This is an optimization exercise on Yosys and OpenROAD, whose aim is small area, not a production implementation.
The RTL was checked by simulation tests, not by an equivalence proof against the original design.
Power figures rest on the tool's default switching activity, not on a simulated workload.

--- design.v ---
`default_nettype    none
module    gpsclock(i_clk, i_rst, i_pps, o_pps, o_led,
            o_tracking, o_count, o_step, o_err, o_locked, o_dbg);
    parameter [31:0] DEFAULT_STEP = 32'h0fa0_3c21; 
    localparam  RW=64, HRW=32;
    input wire    i_clk, i_rst;
    input wire    i_pps;
    output reg    o_pps;
    output reg    o_led;
    output reg              o_tracking;
    output reg [(RW-1):0]   o_count, o_step, o_err;
    output reg              o_locked;
    output wire    [1:0]    o_dbg;
    localparam [47:0] PRE_STEP48 = { DEFAULT_STEP[27:0], 20'h00 }
                        >> DEFAULT_STEP[31:28];
    localparam [63:0] PRE_STEP = { 16'h00, PRE_STEP48 };
    localparam [32:0] TSTEP    = { 1'b0, PRE_STEP[63:32] };
    localparam [32:0] BETA   = 33'h0_14bd_a12f;
    localparam [32:0] GAMMA  = 33'h0_1f53_3ae8;
    localparam [32:0] NBETA  = -BETA;
    localparam [32:0] NGAMMA = -GAMMA;
    localparam [16:0] LED_END1   = 17'd4194;     
    localparam [16:0] LED_START2 = 17'd67106;    
    localparam [16:0] LED_END2   = 17'd71299;    
    localparam [16:0] TIMEOUT    = 17'd125824;   
    reg    pps_d, ck_pps, lst_pps;
    always @(posedge i_clk)
    if (i_rst)
        { pps_d, ck_pps, lst_pps } <= 3'b000;
    else
        { pps_d, ck_pps, lst_pps } <= { i_pps, pps_d, ck_pps };
    wire    pps_edge = ck_pps && !lst_pps;
    reg    [31:0]    tick_enable_counter;
    reg              tick_enable_carry;
    always @(posedge i_clk)
    if (i_rst)
        { tick_enable_carry, tick_enable_counter } <= 0;
    else if (pps_edge)
        { tick_enable_carry, tick_enable_counter } <= 0;
    else if (tick_enable_carry)
        tick_enable_counter <= 32'hffff_ffff;
    else
        { tick_enable_carry, tick_enable_counter }
            <= o_step[61:30] + tick_enable_counter + 1'b1;
    wire    tick = pps_edge && tick_enable_carry;
    assign  o_dbg = { tick_enable_carry, tick };
    reg    [6:1]    t;
    always @(posedge i_clk)
    if (i_rst)
        t <= 0;
    else
        t <= { t[5:1], tick };
    reg    [31:0]    p_count;
    reg              cnt_carry;
    reg    [63:0]    r_count_correction;
    always @(posedge i_clk)
    if (i_rst)
    begin
        o_count   <= 0;
        p_count   <= 0;
        cnt_carry <= 0;
        o_pps     <= 0;
    end else begin
        { cnt_carry, p_count } <= p_count + r_count_correction[31:0];
        { o_pps, o_count[63:32] } <= o_count[63:32]
                + r_count_correction[63:32]
                + { 31'h00, cnt_carry };
        if (r_count_correction[63])
            o_pps <= 1'b0;
        o_count[31:0] <= p_count;
    end
    reg    [63:0]    r_filtered_err;
    reg    [63:0]    beta_prod, gamma_prod;
    reg    [31:0]    step_correction, delayed_step;
    reg              delayed_carry;
    reg    [4:0]     mpy_idx;
    reg              mpy_busy;
    wire signed [63:0] filter_diff = o_err - r_filtered_err;
    wire signed [63:0] filter_step = filter_diff >>> 2;
    always @(posedge i_clk)
    if (i_rst)
        r_filtered_err <= 0;
    else if (!o_tracking)
        r_filtered_err <= 0;
    else if (t[1])
        r_filtered_err <= r_filtered_err + filter_step;
    wire            mpy_bit  = r_filtered_err[HRW + mpy_idx];
    wire            mpy_last = (mpy_idx == 5'd31);
    wire    [32:0]  beta_op  = (!mpy_bit) ? 33'h0
                            : (mpy_last ? NBETA : BETA);
    wire    [32:0]  gamma_op = (!mpy_bit) ? 33'h0
                            : (mpy_last ? NGAMMA : GAMMA);
    wire    [32:0]  beta_sum  = { beta_prod[63], beta_prod[63:32] }
                            + beta_op;
    wire    [32:0]  gamma_sum = { gamma_prod[63], gamma_prod[63:32] }
                            + gamma_op;
    wire            mpy_hold = |t[5:1];
    always @(posedge i_clk)
    if (i_rst)
    begin
        beta_prod  <= 0;
        gamma_prod <= 0;
        mpy_idx    <= 0;
        mpy_busy   <= 0;
    end else if (mpy_hold)
    begin
    end else if (t[6] || !o_tracking)
    begin
        beta_prod  <= 0;
        gamma_prod <= 0;
        mpy_idx    <= 0;
        mpy_busy   <= t[6] && o_tracking;
    end else if (mpy_busy)
    begin
        beta_prod  <= { beta_sum,  beta_prod[31:1] };
        gamma_prod <= { gamma_sum, gamma_prod[31:1] };
        mpy_idx    <= mpy_idx + 1'b1;
        if (mpy_last)
            mpy_busy <= 1'b0;
    end
    always @(posedge i_clk)
    if (i_rst)
        step_correction <= 0;
    else if (t[6])
        step_correction <= gamma_prod[63:32];
    always @(posedge i_clk)
    if (i_rst)
        { delayed_carry, delayed_step } <= 0;
    else if (t[5])
        { delayed_carry, delayed_step } <= delayed_step
                + gamma_prod[31:0];
    always @(posedge i_clk)
    if (i_rst)
        r_count_correction <= 0;
    else if (t[5])
        r_count_correction <= o_step + beta_prod;
    else
        r_count_correction <= o_step;
    always @(posedge i_clk)
    if (i_rst)
        o_step <= PRE_STEP;
    else if (o_tracking && tick)
        o_step <= o_step + { {(HRW){step_correction[HRW-1]}},
                    step_correction } + { 63'h0, delayed_carry };
    always @(posedge i_clk)
    if (i_rst)
        o_err <= 0;
    else if (tick)
        o_err <= 64'h0 - o_count;
    reg    [16:0]    since_tick;
    reg              no_pulse;
    always @(posedge i_clk)
    if (i_rst)
    begin
        no_pulse   <= 1'b1;
        since_tick <= 0;
    end else if (tick)
    begin
        no_pulse   <= 1'b0;
        since_tick <= 0;
    end else begin
        if (since_tick == TIMEOUT)
            no_pulse <= 1'b1;
        since_tick <= since_tick + 1'b1;
    end
    wire    led_window = (since_tick <= LED_END1)
            || ((since_tick >= LED_START2) && (since_tick <= LED_END2));
    always @(posedge i_clk)
    if (i_rst)
        o_led <= 1'b0;
    else if (no_pulse)
        o_led <= o_count[63];
    else
        o_led <= led_window || (o_count[63:60] == 4'h0);
    reg    [2:0]    count_valid_ticks;
    always @(posedge i_clk)
    if (i_rst)
        count_valid_ticks <= 3'h0;
    else if (tick && (count_valid_ticks < 3'h7))
        count_valid_ticks <= count_valid_ticks + 1'b1;
    else if (no_pulse)
        count_valid_ticks <= 3'h0;
    always @(posedge i_clk)
    if (i_rst)
        o_tracking <= 1'b0;
    else if (tick && (&count_valid_ticks))
        o_tracking <= 1'b1;
    else if (tick || (count_valid_ticks == 0))
        o_tracking <= 1'b0;
    always @(posedge i_clk)
    if (i_rst)
        o_locked <= 1'b0;
    else if (tick)
        o_locked <= o_tracking && ((o_err[63:56] == 8'hff)
                    || (o_err[63:56] == 8'h00));
endmodule
--- run.sh ---
#!/bin/bash
# synth_recipe.tcl (not shown) runs the flow's synth.tcl, then flattens the netlist and writes it again
# the make line also repeats each setting of config.mk as NAME=value (left out here)
make -C /OpenROAD-flow-scripts/flow DESIGN_CONFIG=/design/flow/config.mk WORK_HOME=/design/flow/orfs CLKGATE_MAP_FILE= SYNTH_SCRIPT=/design/flow/synth_recipe.tcl finish
--- config.mk ---
export PLATFORM = sky130hd
export DESIGN_NAME = gpsclock
export DESIGN_NICKNAME = gpsclock
export VERILOG_FILES = /design/flow/design.v
export SDC_FILE = /design/flow/constraint.sdc
export NUM_CORES = 4
export LEC_CHECK = 0
export CAP_MARGIN = 20
export CORE_MARGIN = 2
export CORE_UTILIZATION = 40
export SLEW_MARGIN = 20
--- constraint.sdc ---
create_clock -name core_clock -period 10.0 [get_ports {i_clk}]
set_input_delay 2.0000 -clock core_clock [delete_from_list [all_inputs] [get_ports {i_clk}]]
set_output_delay 2.0000 -clock core_clock [all_outputs]
set_load 0.01 [all_outputs]
==> results.toml, run 1 <==
[clocking]
ctsHoldBuffers = 0
clk_latency_ps = 640
cts_sinks = 619
cts_buffers = 76
post_cts_buffers = 0
path_clk_slew_ps = 60
cts_resized = 0
cts_tree = "yes"
cts-root-buf = "clkbuf_16"
htreeDepth = 3
cts_max_path_buffers = 3

[route]
detail_route.wl_per_cell_um = 18.67
wirelength_um = 131300
dr.pass1.iters = 6
via_per_inst = 5.619
initialDrtViolationCount = 2588
ant_nets = 0
via_count = 39520
drc_errors = 0

[final_layout]
regArea_um2 = 12400
final_common_cell = "nor2_1"
syn_to_final_growth_pct = 13.41
diodes = 0
layout_common_cells = "nor2_1 (627), dfxtp_1 (616), a21oi_1 (531), ha_1 (448), nand2_1 (443)"
fillCellCount = 10770
drive_gt1_share_pct = 4.396
stdcell_area_um2 = 49830
final_nets = 6027
multi_input_area_um2 = 29980
final_cells = 7033

[global_route]
grt_usage_pct = 22.67
met2_usage_pct = 36.79
met3_usage_pct = 2.495
grt_pass1_wl_um = 205800
grt_pass1_vias = 37000
antenna_found_initial = 0
grt_overflow = 0
grt_most_used_layer = "met2"
grt_max_degree = 211
met1_usage_pct = 31.20

[worst_setup_path]
crit_family = "compound AO/OA/AOI/OAI gates"
critPathRequiredTime_ps = 10570
critPathMaxStageDelay_ps = 970
cp_slowest_cell = "a2111oi_0"
crit_chain = "inv_1 -> ha_1 -> a21oi_1 -> o21ai_0 -> a2111oi_0 -> nand2_1 -> o41ai_1 -> a211oi_1 -> nor3_1 -> nor3_1 -> nand2b_1 -> xnor2_1 -> ha_1 -> nand2_1 -> nor3_1 -> and3_1 -> and2_1 -> a2111o_1 -> nand2_1 -> o21ai_0 -> o22ai_1 -> or3_1 -> a31oi_1 -> a41o_1"
critPathCaptureType = "flop"
path_class = "reg -> reg"
cp-start-kind = "flop"
critPathBufInv = 1
worst-endpoint-arrival_ps = 7270
path_max_fanout = 6

[synthesis]
synth_cells = 5484
async_flop_share_pct = 0
syn-num-nets = 5946
syn-cell-area_um2 = 43930
ys_seq_elements = 619
synth_edf_count = 0
seq_area_frac_synth_pct = 28.21
syn_area_per_cell_um2 = 8.011
synthDistinctLibCells = 83
ys.flop_type = "dfxtp_1"
synth_warnings = 1

[place]
dp_hpwl_um = 97860
io_buffers = 200
placed_area_um2 = 47140
place.gp.congestion = 0.9223
placed_cells = 6901
dp_slack_ps = 3389

[sta]
setup_viol = 0
layout_worst_path_cycle_share_pct = 66.98
fin_ws_ps = 3302
fin_setup_tns_ps = 0
relSlewSlack_pct = 19.83
finalHoldViolations = 0
fin_skew_ps = 24.63
tightest_slew_ps = 1202
fmax_ghz = 0.1493
finalCriticalPeriod_ps = 6698
rsz0062_at_grt = "false"
maxSlewViolCount = 0

[die]
start_util_pct = 40.36
rows = 121
ioPinCount = 201
fp.dieH_um = 335.4
dieWidth_um = 335.4
fp.dieArea_um2 = 112500
core-area_um2 = 108900

[power]
internal-power_w = 0.004518
p_comb_share_pct = 7.2
seqPwrFrac_pct = 42.8
ir_drop_v = 0.0001028
p_per_area_nw_per_um2 = 119.9
clkPwrFrac_pct = 50.0
p_sw_w = 0.001454
sw_frac_of_total_pct = 24.35
power.leakage_nw = 21.79
total_power_w = 0.005973

[flow_run]
drv_cap = 0

[hold_path]
holdCritPathClass = "reg -> reg"

[run_status]
status = "complete, no violations"
==> through the flow <==
step | hold slack [ps] | utilization (%)
2_1_floorplan | 403.1 | -
3_3_place_gp | 431.6 | 43.31
3_5_place_dp | 446.0 | 43.31
4_1_cts | 453.5 | 45.77
5_1_grt | 462.7 | 45.77
6_report | 452.3 | 45.77
==> cell families after synthesis <==
kind of cell / Yosys count / share of synthesized area (%)
buffers and inverters: 427 / 3.674
adder cells (fa/ha/maj): 459 / 13.26
XOR/XNOR: 411 / 8.194
AND/OR/NAND/NOR: 1768 / 18.88
multiplexers: 158 / 3.890
AO/OA/AOI/OAI: 1642 / 23.89
flip-flops: 619 / 28.21
==> power by group through the flow <==
stage               logic [W]  clock network [W]  registers, W
floorplan            0.000316                  0       0.00259
global placement     0.000424                  0       0.00261
detailed placement   0.000431                  0       0.00261
CTS                  0.000433            0.00306       0.00255
global route         0.000482            0.00315       0.00256
finish               0.000433            0.00298       0.00256
==> layout make-up <==
type | instances | share of cell area, %
timing repair buffer | 231 | 4.520
sequential | 619 | 24.89
clock buffer | 97 | 4.450
multi-input combinational | 4438 | 60.16
clock inverter | 35 | 0.9341
inverter | 199 | 1.499
tap | 1414 | 3.551
==> cells in the mapped netlist (53+ instances only) <==
library cell    n  area, µm²
nand3_1       104      520.5
o21ai_0       285       1426
nand2_1       446       1674
nand4_1        59      369.1
xnor2_1       232       2032
a22oi_1       107      803.3
clkbuf_1      204      765.7
ha_1          448       5605
a21o_1        248       1862
nand2b_1       56      350.3
and3_1         53      331.6
xor2_1        179       1568
dfxtp_1       619      12390
o21bai_1       66      495.5
nor3_1        101      505.5
mux2i_1       146       1461
inv_1         197      739.5
nor2b_1       112      700.7
a21oi_1       531       2658
nor2_1        629       2361
==> sequential cells by signal, indices dropped and copies added, names as in the netlist, 3 cells and up <==
signal / flops
o_err: 64
step_correction: 32
delayed_step: 32
o_count: 64
r_filtered_err: 64
tick_enable_counter: 32
count_valid_ticks: 3
beta_prod: 64
t: 6
gamma_prod: 64
r_count_correction: 64
o_step: 64
p_count: 32
since_tick: 17
mpy_idx: 5
==> final timing paths <==
check	startpoint	to	cells past startpoint	slack, ps
max	r_filtered_err[27]	r_filtered_err[63]	24	3300
min	t[4]	t[5]	1	450
max reg2reg	r_filtered_err[27]	r_filtered_err[63]	24	3300
min reg2reg	t[4]	t[5]	1	450
==> per-layer routing <==
metal | vias up | share of wire, % | routed length (µm)
li1 | 19980 | - | -
met1 | 18540 | 48 | 62930
met2 | 814 | 45 | 58790
met3 | 181 | 4.2 | 5543
met4 | 0 | 3.1 | 4027
met5 | - | 0 | 0
==> inputs of run 2 (changes only) <==
--- a/design.v
+++ b/design.v
@@ -44,12 +44,26 @@
             <= o_step[61:30] + tick_enable_counter + 1'b1;
     wire    tick = pps_edge && tick_enable_carry;
     assign  o_dbg = { tick_enable_carry, tick };
-    reg    [6:1]    t;
-    always @(posedge i_clk)
-    if (i_rst)
-        t <= 0;
-    else
-        t <= { t[5:1], tick };
+    reg    [6:0]    seq_cnt;
+    reg             seq_active;
+    always @(posedge i_clk)
+    if (i_rst)
+        seq_active <= 1'b0;
+    else if (tick)
+        seq_active <= 1'b1;
+    else if (seq_cnt == 7'd98)
+        seq_active <= 1'b0;
+    always @(posedge i_clk)
+    if (tick)
+        seq_cnt <= 0;
+    else if (seq_active)
+        seq_cnt <= seq_cnt + 1'b1;
+    wire    filter_step = seq_active && (seq_cnt <= 7'd65);
+    wire    mpy_start   = seq_active && (seq_cnt == 7'd66);
+    wire    mpy_step    = seq_active && (seq_cnt >= 7'd67);
+    wire    mpy_last    = (seq_cnt == 7'd98);
+    wire    use_prod    = seq_active && (seq_cnt == 7'd4);
+    wire    hold_prod   = seq_active && (seq_cnt <= 7'd4);
     reg    [31:0]    p_count;
     reg              cnt_carry;
     reg    [63:0]    r_count_correction;
@@ -70,22 +84,43 @@
         o_count[31:0] <= p_count;
     end
     reg    [63:0]    r_filtered_err;
+    reg              f_dcarry, f_scarry, f_dly1, f_dly2, f_d63;
+    wire    f_ebit = o_err[seq_cnt[5:0]];
+    wire    f_fbit = r_filtered_err[0];
+    wire    f_dbit = f_ebit ^ !f_fbit ^ f_dcarry;
+    wire    f_dsel = seq_cnt[6] ? f_d63 : f_dbit;
+    wire    f_sbit = f_dly2 ^ f_dsel ^ f_scarry;
+    always @(posedge i_clk)
+    if (tick)
+    begin
+        f_dcarry <= 1'b1;
+        f_scarry <= 1'b0;
+    end else if (filter_step)
+    begin
+        f_dcarry <= (f_ebit & !f_fbit) | (f_ebit & f_dcarry)
+                    | (!f_fbit & f_dcarry);
+        if (seq_cnt >= 7'd2)
+            f_scarry <= (f_dly2 & f_dsel) | (f_dly2 & f_scarry)
+                    | (f_dsel & f_scarry);
+    end
+    always @(posedge i_clk)
+    begin
+        f_dly1 <= f_fbit;
+        f_dly2 <= f_dly1;
+        if (!seq_cnt[6])
+            f_d63 <= f_dbit;
+    end
+    always @(posedge i_clk)
+    if (i_rst || !o_tracking)
+        r_filtered_err <= 0;
+    else if (filter_step)
+        r_filtered_err <= { f_sbit, r_filtered_err[63:1] };
+    else if (mpy_step)
+        r_filtered_err[63:32] <= { r_filtered_err[32],
+                    r_filtered_err[63:33] };
     reg    [63:0]    beta_prod, gamma_prod;
     reg    [31:0]    step_correction, delayed_step;
-    reg              delayed_carry;
-    reg    [4:0]     mpy_idx;
-    reg              mpy_busy;
-    wire signed [63:0] filter_diff = o_err - r_filtered_err;
-    wire signed [63:0] filter_step = filter_diff >>> 2;
-    always @(posedge i_clk)
-    if (i_rst)
-        r_filtered_err <= 0;
-    else if (!o_tracking)
-        r_filtered_err <= 0;
-    else if (t[1])
-        r_filtered_err <= r_filtered_err + filter_step;
-    wire            mpy_bit  = r_filtered_err[HRW + mpy_idx];
-    wire            mpy_last = (mpy_idx == 5'd31);
+    wire            mpy_bit  = r_filtered_err[HRW];
     wire    [32:0]  beta_op  = (!mpy_bit) ? 33'h0
                             : (mpy_last ? NBETA : BETA);
     wire    [32:0]  gamma_op = (!mpy_bit) ? 33'h0
@@ -93,46 +128,31 @@
     wire    [32:0]  beta_sum  = { beta_prod[63], beta_prod[63:32] }
                             + beta_op;
     wire    [32:0]  gamma_sum = { gamma_prod[63], gamma_prod[63:32] }
-                            + gamma_op;
-    wire            mpy_hold = |t[5:1];
-    always @(posedge i_clk)
-    if (i_rst)
+                            + gamma_op + { 32'h0, gamma_prod[0] };
+    wire            mpy_clear = i_rst || mpy_start
+                            || (!o_tracking && !hold_prod);
+    always @(posedge i_clk)
+    if (mpy_clear)
     begin
         beta_prod  <= 0;
-        gamma_prod <= 0;
-        mpy_idx    <= 0;
-        mpy_busy   <= 0;
-    end else if (mpy_hold)
-    begin
-    end else if (t[6] || !o_tracking)
-    begin
-        beta_prod  <= 0;
-        gamma_prod <= 0;
-        mpy_idx    <= 0;
-        mpy_busy   <= t[6] && o_tracking;
-    end else if (mpy_busy)
+        gamma_prod <= { 32'h0, delayed_step };
+    end else if (mpy_step)
     begin
         beta_prod  <= { beta_sum,  beta_prod[31:1] };
         gamma_prod <= { gamma_sum, gamma_prod[31:1] };
-        mpy_idx    <= mpy_idx + 1'b1;
-        if (mpy_last)
-            mpy_busy <= 1'b0;
-    end
-    always @(posedge i_clk)
-    if (i_rst)
-        step_correction <= 0;
-    else if (t[6])
+    end
+    always @(posedge i_clk)
+    if (mpy_start)
         step_correction <= gamma_prod[63:32];
     always @(posedge i_clk)
     if (i_rst)
-        { delayed_carry, delayed_step } <= 0;
-    else if (t[5])
-        { delayed_carry, delayed_step } <= delayed_step
-                + gamma_prod[31:0];
+        delayed_step <= 0;
+    else if (use_prod)
+        delayed_step <= gamma_prod[31:0];
     always @(posedge i_clk)
     if (i_rst)
         r_count_correction <= 0;
-    else if (t[5])
+    else if (use_prod)
         r_count_correction <= o_step + beta_prod;
     else
         r_count_correction <= o_step;
@@ -141,7 +161,7 @@
         o_step <= PRE_STEP;
     else if (o_tracking && tick)
         o_step <= o_step + { {(HRW){step_correction[HRW-1]}},
-                    step_correction } + { 63'h0, delayed_carry };
+                    step_correction };
     always @(posedge i_clk)
     if (i_rst)
         o_err <= 0;
==> run 2 against run 1 <==
Still clean. Area after synthesis down 12%. Routed wire length fell by 11%. Clock-buffer cell count grew 3. Clock power decreased by 11%. Critical path depth down 10. Core utilization down 0.14 points. Largest power group unchanged.
==> results.toml, run 2 <==
[run_status]
status = "complete, no violations"

[clocking]
ctsHoldBuffers = 0
clk_latency_ps = 640
htreeDepth = 3
cts_resized = 0
path_clk_slew_ps = 60
cts_max_path_buffers = 3
cts_sinks = 619
post_cts_buffers = 0
cts_tree = "yes"
cts-root-buf = "clkbuf_16"
cts_buffers = 69

[final_layout]
final_core_util_pct = 45.63
fillCellCount = 9706
multi_input_area_um2 = 24200
final_nets = 5261
regArea_um2 = 13040
stdcell_area_um2 = 44000
layout_common_cells = "nand2_1 (909), a21oi_1 (597), dfxtp_1 (554), nor2_1 (345), o21ai_0 (282)"
final_common_cell = "nand2_1"
diodes = 0
syn_to_final_growth_pct = 13.22
drive_gt1_share_pct = 4.481

[sta]
maxSlewViolCount = 0
hold_ws_ps = 333.8
fin_skew_ps = 31.88
setup_viol = 0
rsz0062_at_grt = "false"
fin_setup_tns_ps = 0
fmax_ghz = 0.1951
finalCriticalPeriod_ps = 5126
relSlewSlack_pct = 28.73
layout_worst_path_cycle_share_pct = 51.26
fin_ws_ps = 4874
finalHoldViolations = 0
tightest_slew_ps = 1067

[hold_path]
holdCritPathClass = "reg -> reg"

[place]
placed_area_um2 = 41650
place.gp.congestion = 0.9151
io_buffers = 200
dp_hpwl_um = 83070
dp_slack_ps = 5008

[die]
fp.dieArea_um2 = 99660
dieWidth_um = 315.7
core-area_um2 = 96420
start_util_pct = 40.30
rows = 114
fp.dieH_um = 315.7
ioPinCount = 201

[synthesis]
synth_warnings = 1
async_flop_share_pct = 0
synth_commonest_cells = "nand2_1 (913), a21oi_1 (597), dfxtp_1 (555)"
yosys-top-cells-area = "dfxtp_1 (29%), nand2_1 (8.8%), ha_1 (7.7%)"
yosysTopAreaCellShare_pct = 28.59
syn-cell-area_um2 = 38860
synthDistinctLibCells = 91
synth_area_leader_cell = "dfxtp_1"
synth_edf_count = 64
seq_area_frac_synth_pct = 33.54
syn_area_per_cell_um2 = 7.758
synth_cells = 5009
synth.most_common_cell = "nand2_1"
ys_seq_elements = 619
ys.flop_type = "dfxtp_1"
syn-num-nets = 5260

[power]
power.leakage_nw = 16.54
ir_drop_v = 0.0001068
p_per_area_nw_per_um2 = 126.2

[global_route]
grt_overflow = 0
antenna_found_initial = 1
grt_pass1_wl_um = 183500
grt_max_degree = 81
grt_pass1_vias = 32900
grt_usage_pct = 22.64

[route]
detail_route.wl_per_cell_um = 18.40
via_per_inst = 5.668
ant_nets = 0
dr.pass1.iters = 6
initialDrtViolationCount = 3569
wirelength_um = 116700
drc_errors = 0
via_count = 35950

[flow_run]
drv_cap = 0

[worst_setup_path]
worst-endpoint-arrival_ps = 5650
path_max_fanout = 72
critPathRequiredTime_ps = 10520
cp-start-kind = "flop"
critPathCaptureType = "flop"
path_class = "reg -> reg"
-- run 2: power breakdown --
group	leakage (nW)	switching, W	internal (W)	total [W]
Sequential	5.15	0.0000375	0.00253	0.00257
Clock	1.15	0.00111	0.00153	0.00264
Combinational	10.2	0.000188	0.000157	0.000345
-- run 2: per-layer routing --
| layer | GRT usage (%) | wire length [µm] | part of all wire (%) |
|---|---|---|---|
| met1 | 32.36 | 56140 | 48 |
| met2 | 34.33 | 49520 | 42 |
| met3 | 3.437 | 7266 | 6.2 |
| met4 | 8.477 | 3774 | 3.2 |
| met5 | 0 | 0 | 0 |
-- run 2: final timing paths --
check	endpoint	slack, ps	cells after the start	from
hold / removal	f_dly2	330	0	f_dly1
hold reg to reg	f_dly2	330	0	f_dly1
setup reg to reg	beta_prod[57]	4870	14	r_filtered_err[32]
setup / recovery	beta_prod[57]	4870	14	r_filtered_err[32]
-- run 2: through the flow --
step / std cells / total power (W)
2_1_floorplan: 5009 / 0.002877
3_5_place_dp: 6215 / 0.002970
5_1_grt: 6342 / 0.005765
4_1_cts: 6342 / 0.005622
3_3_place_gp: 6215 / 0.002966
6_report: 6342 / 0.005554
-- run 2: worst max-delay path, cell delays in order, from the launching register on --
cell and delay (ps):
dfxtp_4 670, buf_4 690, ha_1 310, inv_1 70
fa_1 410, nor2b_1 170, a211oi_1 330, a311oi_1 110
o41ai_1 670, a32oi_1 250, o32ai_2 460, a21oi_1 130
a211o_1 320, xor2_1 140, a22o_1 210
-- run 2: kinds of logic (layout without fill, tap and decap cells) --
family          count (synthesis)  after routing  share of synthesized area (%)
simple gates                 1860           1860                          21.64
compound gates               1468           1468                          23.15
buf+inv                       441            498                          4.327
fa+ha+maj                     248            248                          8.159
flops                         619            619                          33.54
mux                            32             32                          1.504
xor+xnor                      341            341                          7.685
-- run 2: cell type report --
type	count	share of cell area, %
Clock buffer	100	4.604
Clock inverter	27	0.7280
Inverter	126	1.075
Multi-Input combinational cell	3949	55.01
Sequential cell	619	29.63
Tap cell	1276	3.629
Timing Repair Buffer	245	5.329

[static timing again, ports no longer ideal]
No port has a modelled driver above. Below, the same layouts with a new extraction and two added sets of constraints.
Step 1 (the two cells are an assumption about what drives the block):
set clk [get_ports {i_clk}]
set_driving_cell -lib_cell sky130_fd_sc_hd__clkbuf_16 $clk
set_driving_cell -lib_cell sky130_fd_sc_hd__buf_2 [delete_from_list [all_inputs] $clk]
Step 2 adds t to the input delays and takes it off the output delays; t is the mean of the earliest and latest rising clock arrival at the registers after step 1. Input paths then give back, and output paths get back, about the clock's delay inside the block.
Three values: ideal, step 1, step 2; two values: the first two.
run | shift t [ns] | slack for setup (ns) | clock arrival spread, ns | slew at the worst register clock pin (ns)
run 1 | 0.695 | 3.302 / 3.302 / 3.302 | 0.025 / 0.024 | 0.07 / 0.07
run 2 | 0.693 | 4.874 / 4.874 / 4.874 | 0.033 / 0.033 | 0.07 / 0.07
After both steps setup and hold are still met in every run listed.
